Context: an optimization exercise on an open-source flow, tuned for small area. The choices shown serve that exercise and are no tape-out recipe.
Function was checked by simulation only, so behaviour that the tests miss may differ from the original.
Power and IR drop assume default switching activity.

// joltage
module joltage #(parameter int LENGTH = 100) (
    input logic clk, rst, start, data_valid,
    input logic [4*LENGTH-1:0] line_flat,
    output logic [15:0] joltage1_out,
    output logic [63:0] joltage2_out,
    output logic done
    );
    localparam int NB = 87;                    
    function automatic logic [3:0] half(input logic cin, input logic [3:0] d);
        half[0] = d[1] ^ cin;
        half[1] = d[2] ^ (cin & d[1]);
        half[2] = d[3] ^ (cin & ~(d[2] & d[1]));
        half[3] = cin & (d[3] | (d[2] & d[1]));
    endfunction
    function automatic logic ge(input logic [3:0] a, input logic [3:0] b);
        logic g3, g2, g1, e3, e2, e1;
        g3 = a[3] & ~b[3];  e3 = ~(a[3] ^ b[3]);
        g2 = a[2] & ~b[2];  e2 = ~(a[2] ^ b[2]);
        g1 = a[1] & ~b[1];  e1 = ~(a[1] ^ b[1]);
        ge = g3 | (e3 & (g2 | (e2 & (g1 | (e1 & (a[0] | ~b[0]))))));
    endfunction
    logic [2:0] q;            
    logic [7:0] sw;           
    logic run, clr, done_q;
    assign done = done_q;
    logic q0, q6, ph_r, ph_s, s_first, ph_d, ph_c, fin, d_hi, c_last;
    assign q0      = (q == 3'd0);
    assign q6      = (q == 3'd6);
    assign d_hi    = sw[7] & sw[6] & (sw[5] | (sw[4] & sw[3]));
    assign ph_r    = run & ~sw[7] & sw[6];
    assign ph_s    = run & sw[7] & ~d_hi;
    assign s_first = (sw == 8'd128);
    assign ph_d    = run & d_hi;
    assign c_last  = sw[1] & sw[0];
    assign ph_c    = run & ~sw[7] & ~sw[6] & ~(c_last & (q >= 3'd3));
    assign fin     = run & ~sw[7] & ~sw[6] & c_last & (q == 3'd2);
    always_ff @(posedge clk) begin : ctrl
        if (data_valid) begin
  ...
For scale: ~1,200 cells after synthesis, ~510 flip-flops, ~490 I/O pins, roughly 15,000 um2 of cells after synthesis.
==> flow/config.mk <==
export PLATFORM = sky130hd
export DESIGN_NAME = joltage
export DESIGN_NICKNAME = joltage
export VERILOG_FILES = /design/flow/design.v
export SDC_FILE = /design/flow/constraint.sdc
export NUM_CORES = 4
export LEC_CHECK = 0
export CAP_MARGIN = 20
export CORE_MARGIN = 2
export CORE_UTILIZATION = 76
export SLEW_MARGIN = 20
==> flow/constraint.sdc <==
create_clock -name core_clock -period 25.0 [get_ports {clk}]
set_input_delay 5.0000 -clock core_clock [delete_from_list [all_inputs] [get_ports {clk}]]
set_output_delay 5.0000 -clock core_clock [all_outputs]
set_load 0.01 [all_outputs]
standard.sh (not shown) runs the stock make flow with config.mk's settings and CLKGATE_MAP_FILE= SYNTH_SCRIPT=/design/flow/synth_recipe.tcl, a recipe that flattens the netlist after the stock synthesis.
==> flow/flow/run.sh <==
#!/bin/bash
# The standard layout (standard.sh), with two changes:
#  - port buffers are buf_1 instead of the default clkdlybuf4s50_1;
#  - the clock tree uses clkbuf_4 buffers, each driving up to 11 registers,
#    and no dummy loads.
export BUFFER_PORTS_ARGS="-buffer_cell sky130_fd_sc_hd__buf_1"
export CTS_ARGS="-sink_clustering_enable -repair_clock_nets -dont_use_dummy_load -buf_list {sky130_fd_sc_hd__clkbuf_4} -sink_clustering_size 11 -sink_clustering_max_diameter 45"
bash standard.sh > standard.log 2>&1
Next try:
==> flow/flow/run.sh (replaced) <==
#!/bin/bash
# The standard layout (standard.sh), with two changes:
#  - port buffers are buf_1 instead of the default clkdlybuf4s50_1;
#  - the clock tree uses clkbuf_4 buffers, each driving up to 9 registers,
#    and no dummy loads.
export BUFFER_PORTS_ARGS="-buffer_cell sky130_fd_sc_hd__buf_1"
export CTS_ARGS="-sink_clustering_enable -repair_clock_nets -dont_use_dummy_load -buf_list {sky130_fd_sc_hd__clkbuf_4} -sink_clustering_size 9 -sink_clustering_max_diameter 45"
bash standard.sh > standard.log 2>&1
--- a/flow/config.mk
+++ b/flow/config.mk
@@ -10 +10 @@
-export CORE_UTILIZATION = 76
+export CORE_UTILIZATION = 60
Register-to-register slack gets better by 0.32 ns.
Flip-flop and latch count is unchanged.
Cell count increases by 4.0%.
Worst setup slack gets worse by 0.086 ns.
Global-route usage decreases by 9.4 points.
Power increases by 2.2%.
Synthesized area does not change.
Utilization decreases by 17 points.
Clock power increases by 11%.
Fmax decreases by 1.2%.
Die area increases by 26%.
Next try:
==> flow/flow/run.sh (replaced) <==
#!/bin/bash
# The standard layout (standard.sh), with two changes:
#  - port buffers are buf_1 instead of the default clkdlybuf4s50_1;
#  - the clock tree uses clkbuf_4 buffers, each driving up to 10 registers,
#    and no dummy loads.
export BUFFER_PORTS_ARGS="-buffer_cell sky130_fd_sc_hd__buf_1"
export CTS_ARGS="-sink_clustering_enable -repair_clock_nets -dont_use_dummy_load -buf_list {sky130_fd_sc_hd__clkbuf_4} -sink_clustering_size 10 -sink_clustering_max_diameter 45"
bash standard.sh > standard.log 2>&1
--- a/flow/config.mk
+++ b/flow/config.mk
@@ -8 +8 @@
-export CAP_MARGIN = 20
+export CAP_MARGIN = 10
@@ -11 +11,2 @@
-export SLEW_MARGIN = 20
+export GPL_TIMING_DRIVEN = 0
+export SLEW_MARGIN = 10
- The new run ran to the end with no violations
- synthesized area stays the same
- fmax went up by about 10%
- setup slack improves by 0.65 ns
- utilization went up by 0.90 points
- combinational power went up by about 6%
- final area went up by about 1.3%
Next try:
==> flow/flow/run.sh (replaced) <==
#!/bin/bash
# The standard layout (standard.sh), with two changes:
#  - port buffers are buf_1 instead of the default clkdlybuf4s50_1;
#  - the clock tree uses clkbuf_4 buffers, each driving up to 11 registers,
#    and no dummy loads.
export BUFFER_PORTS_ARGS="-buffer_cell sky130_fd_sc_hd__buf_1"
export CTS_ARGS="-sink_clustering_enable -repair_clock_nets -dont_use_dummy_load -buf_list {sky130_fd_sc_hd__clkbuf_4} -sink_clustering_size 11 -sink_clustering_max_diameter 32"
bash standard.sh > standard.log 2>&1
--- a/flow/config.mk
+++ b/flow/config.mk
@@ -8 +8 @@
-export CAP_MARGIN = 10
+export CAP_MARGIN = 20
@@ -10,3 +10,2 @@
-export CORE_UTILIZATION = 60
-export GPL_TIMING_DRIVEN = 0
-export SLEW_MARGIN = 10
+export CORE_UTILIZATION = 72
+export SLEW_MARGIN = 20
=> The new run ran to the end with no violations; die area decreases by about a fifth; combinational power barely changes; sequential power hardly moves; sequential cell count stays the same; total power shrinks slightly; synthesized cell count does not change; synthesized area stays the same; clock-buffer cell count stays the same; via count came out lower slightly.
Next try:
==> flow/flow/run.sh (replaced) <==
#!/bin/bash
# The standard layout (standard.sh), with two changes:
#  - port buffers are buf_1 instead of the default clkdlybuf4s50_1;
#  - the clock tree uses clkbuf_4 buffers, each driving up to 10 registers,
#    and no dummy loads.
export BUFFER_PORTS_ARGS="-buffer_cell sky130_fd_sc_hd__buf_1"
export CTS_ARGS="-sink_clustering_enable -repair_clock_nets -dont_use_dummy_load -buf_list {sky130_fd_sc_hd__clkbuf_4} -sink_clustering_size 10 -sink_clustering_max_diameter 45"
bash standard.sh > standard.log 2>&1
--- a/flow/config.mk
+++ b/flow/config.mk
@@ -10 +10 @@
-export CORE_UTILIZATION = 72
+export CORE_UTILIZATION = 70
Worst setup slack improved by 0.64 ns.
Core utilization is lower by 2.7 points.
Wire length hardly moves.
Final cell count hardly moves.
Total power barely changes.
Sequential share of layout area is about the same.
Area after synthesis does not change.
Final area hardly moves.
Clock-buffer cell count falls by 1.
Global-route usage came out lower by 1.6 points.

* * *

rev 12:
The RTL this note starts from:
==> flow/design.v <==
module joltage #(parameter int LENGTH = 100) (
    input logic clk, rst, start, data_valid,
    input logic [4*LENGTH-1:0] line_flat,
    output logic [15:0] joltage1_out,
    output logic [63:0] joltage2_out,
    output logic done
    );
    localparam int NB = 87;                    
    function automatic logic [3:0] half(input logic cin, input logic [3:0] d);
        half[0] = d[1] ^ cin;
        half[1] = d[2] ^ (cin & d[1]);
        half[2] = d[3] ^ (cin & ~(d[2] & d[1]));
        half[3] = cin & (d[3] | (d[2] & d[1]));
    endfunction
    function automatic logic ge(input logic [3:0] a, input logic [3:0] b);
        logic g3, g2, g1, e3, e2, e1;
        g3 = a[3] & ~b[3];  e3 = ~(a[3] ^ b[3]);
        g2 = a[2] & ~b[2];  e2 = ~(a[2] ^ b[2]);
        g1 = a[1] & ~b[1];  e1 = ~(a[1] ^ b[1]);
        ge = g3 | (e3 & (g2 | (e2 & (g1 | (e1 & (a[0] | ~b[0]))))));
    endfunction
    logic [2:0] q;            
    logic [7:0] sw;           
    logic run, clr, done_q;
    assign done = done_q;
    logic q0, q6, ph_r, ph_s, s_first, ph_d, ph_c, fin;
    assign q0      = (q == 3'd0);
    assign q6      = (q == 3'd6);
    assign ph_r    = run & (sw < 8'd10);
    assign ph_s    = run & (sw >= 8'd10) & (sw < 8'd98);
    assign s_first = (sw == 8'd10);
    assign ph_d    = run & (sw >= 8'd98) & (sw < 8'd138);
    assign ph_c    = run & (((sw >= 8'd138) & (sw < 8'd141)) | ((sw == 8'd141) & (q < 3'd3)));
    assign fin     = run & (sw == 8'd141) & (q == 3'd2);
    always_ff @(posedge clk) begin : ctrl
        if (data_valid) begin
            q  <= 3'd0;
            sw <= 8'd0;
        end else begin
            q  <= q6 ? 3'd0 : q + 3'd1;
            if (q6) sw <= sw + 8'd1;
        end
        if (rst) begin
            run    <= 1'b0;
            done_q <= 1'b0;
            clr    <= 1'b1;
        end else begin
            if (data_valid) run <= 1'b1;
            else if (fin) run <= 1'b0;
            if (start) done_q <= 1'b0;
            else if (fin) done_q <= 1'b1;
            if (fin) clr <= 1'b0;
        end
    end
    logic [3:0] buf_q [0:NB-1];
    genvar s;
    generate
        for (s = 0; s < NB; s++) begin : g_buf
            localparam int DIG = (25 * s + 35) % NB;
            always_ff @(posedge clk)
                buf_q[s] <= ~((line_flat[4*DIG +: 4] & {4{data_valid}}) |
                              (buf_q[(s + NB - 1) % NB] & {4{run}}));
        end
    endgenerate
    logic [3:0] x;            
    assign x = buf_q[NB-1] ^ {4{~sw[0]}};
    logic [7:0] rot [0:6];
    logic [3:0] prev;
    logic act;
    logic [3:0] h0, h1, pe, y_sel, o0, o1;
    logic ae, force_sh, e0, e1, cin;
    assign h0 = rot[0][3:0];
    assign h1 = rot[0][7:4];
    assign y_sel    = (ph_r | s_first) ? prev : x;
    assign pe       = q0 ? y_sel : prev;
    assign ae       = (q < 3'd2) | act;
    assign force_sh = ph_r & ~q0;
    assign e0       = (ph_r | ph_s) & ae & (force_sh | ge(pe, h0));
    assign e1       = e0 & (force_sh | ge(h0, h1));
    assign cin      = (q >= 3'd2) & prev[0];
    always_comb begin : unit
        if (ph_d) begin
            o0 = half(cin, h0);
            o1 = half(h0[0], h1);
        end else begin
            o0 = e0 ? pe : h0;
            o1 = e1 ? h0 : h1;
        end
    end
    always_ff @(posedge clk) begin : unit_seq
        if (data_valid)
            prev <= line_flat[4*97 +: 4];
        else
            prev <= q0 ? y_sel : h1;
        act <= e1;
    end
    genvar j;
    generate
        for (j = 0; j < 7; j++) begin : g_rot
            localparam int D0 = (j < 2) ? 98 : 83 + 2 * j;
            logic [7:0] nxt;
            if (j == 6) begin : g_tail
                assign nxt = {o1, o0};
            end else begin : g_mid
                assign nxt = rot[j+1];
            end
            always_ff @(posedge clk)
                rot[j] <= ({line_flat[4*(D0+1) +: 4], line_flat[4*D0 +: 4]} & {8{data_valid}}) |
                          (nxt & {8{run}});
        end
    endgenerate
    logic [15:0] j1;
    logic [63:0] j2;
    logic cy1, cy2, st1, st2, r1, r2, a1, a2, s1, s2, c1, c2;
    assign st1 = ph_d & q0 & (sw < 8'd114);
    assign st2 = (ph_d & q6) | ph_c;
    assign a1  = h1[0];
    assign a2  = ph_d & h1[0];
    assign r1  = j1[0] & ~clr;
    assign r2  = j2[0] & ~clr;
    assign s1  = r1 ^ a1 ^ cy1;
    assign s2  = r2 ^ a2 ^ cy2;
    assign c1  = (r1 & a1) | (r1 & cy1) | (a1 & cy1);
    assign c2  = (r2 & a2) | (r2 & cy2) | (a2 & cy2);
    always_ff @(posedge clk) begin : totals
        if (st1) j1 <= {s1, j1[15:1]};
        if (st2) j2 <= {s2, j2[63:1]};
        if (data_valid) begin
            cy1 <= 1'b0;
            cy2 <= 1'b0;
        end else begin
            if (st1) cy1 <= c1;
            if (st2) cy2 <= c2;
        end
    end
    assign joltage1_out = j1;
    assign joltage2_out = j2;
endmodule
clock: 25.0 ns
lec_check: 0
cap_margin: 20
core_margin: 2
core_utilization: 60
slew_margin: 20
==> flow/flow/run.sh <==
#!/bin/bash
# The standard layout (standard.sh), with two changes:
#  - port buffers are buf_1 instead of the default clkdlybuf4s50_1;
#  - the clock tree uses clkbuf_8 buffers, each driving up to 14 registers,
#    and no dummy loads.
export BUFFER_PORTS_ARGS="-buffer_cell sky130_fd_sc_hd__buf_1"
export CTS_ARGS="-sink_clustering_enable -repair_clock_nets -dont_use_dummy_load -buf_list {sky130_fd_sc_hd__clkbuf_8} -sink_clustering_size 14 -sink_clustering_max_diameter 50"
bash standard.sh > standard.log 2>&1
Setup changes, rev 12 to rev 13
==> flow/flow/run.sh <==
#!/bin/bash
# The standard layout (standard.sh), with two changes:
#  - port buffers are buf_1 instead of the default clkdlybuf4s50_1;
#  - the clock tree uses clkbuf_4 buffers, each driving up to 8 registers,
#    and no dummy loads.
export BUFFER_PORTS_ARGS="-buffer_cell sky130_fd_sc_hd__buf_1"
export CTS_ARGS="-sink_clustering_enable -repair_clock_nets -dont_use_dummy_load -buf_list {sky130_fd_sc_hd__clkbuf_4} -sink_clustering_size 8 -sink_clustering_max_diameter 40"
bash standard.sh > standard.log 2>&1
Findings:
- Max-slew violation count of rev 13 is on par with rev 12.
- Reported for rev 12 and rev 13, maximum number of pins on one net before global-route repair turned out identical to the last digit.
- In the reports for rev 12 and rev 13, the smaller number of antenna violations at the first check in global routing belongs to rev 12.
- Summary — first-pass GRT wire length, rev 13 relative to rev 12: higher, by 1.5%.
- On post-route fraction of the period consumed by the critical path: rev 13 sits below rev 12.
- Going from rev 12 to rev 13, the setup slack after layout was found to have gone up by 0.10 ns.
- Rev 13: power spent charging and discharging nets is about 2.7% higher than what rev 12 reported.
- For final design instance area without fill, rev 12 and rev 13 come out practically identical.
- Comparing rev 13 with rev 12, the part of the power in combinational logic came out essentially unchanged.
- Diff rev 12 -> rev 13: clock period minus worst slack saw a decrease; maximum frequency increased by 2.3 MHz relative to the old numbers.

re-timing with driven ports:
No port has a modelled driver above. Below, the same layouts with a new extraction and two added sets of constraints.
Step 1 assumes that a clkbuf_16 drives the clock port and a buf_2 every other input.
Step 2 times the ports against the registers' clock, not the clock port: input delays grow and output delays shrink by t, the midpoint of the rising clock arrivals with the driver on.
Slacks: no drivers / after step 1 / after step 2; pairs: no drivers / after step 1.
run | shift t [ns] | slack for setup (ns) | worst setup path at the end
the first run of note 1 | 0.725 | 18.155 / 18.180 / 17.455 | input to register
the second run of note 1 | 0.697 | 18.069 / 18.090 / 17.393 | input to register
the third run of note 1 | 0.716 | 18.724 / 18.675 / 18.010 | input to register
the fourth run of note 1 | 0.710 | 17.938 / 17.960 / 17.250 | input to register
the fifth run of note 1 | 0.710 | 18.582 / 18.603 / 17.893 | input to register
rev 12 | 0.584 | 18.196 / 18.214 / 17.630 | input to register
rev 13 | 0.694 | 18.301 / 18.318 / 17.625 | input to register
After both steps setup and hold are still met in every run listed. The setup slack of the third run of note 1, which loses most, moves by -0.049 ns with the drivers and by -0.714 ns with both steps.
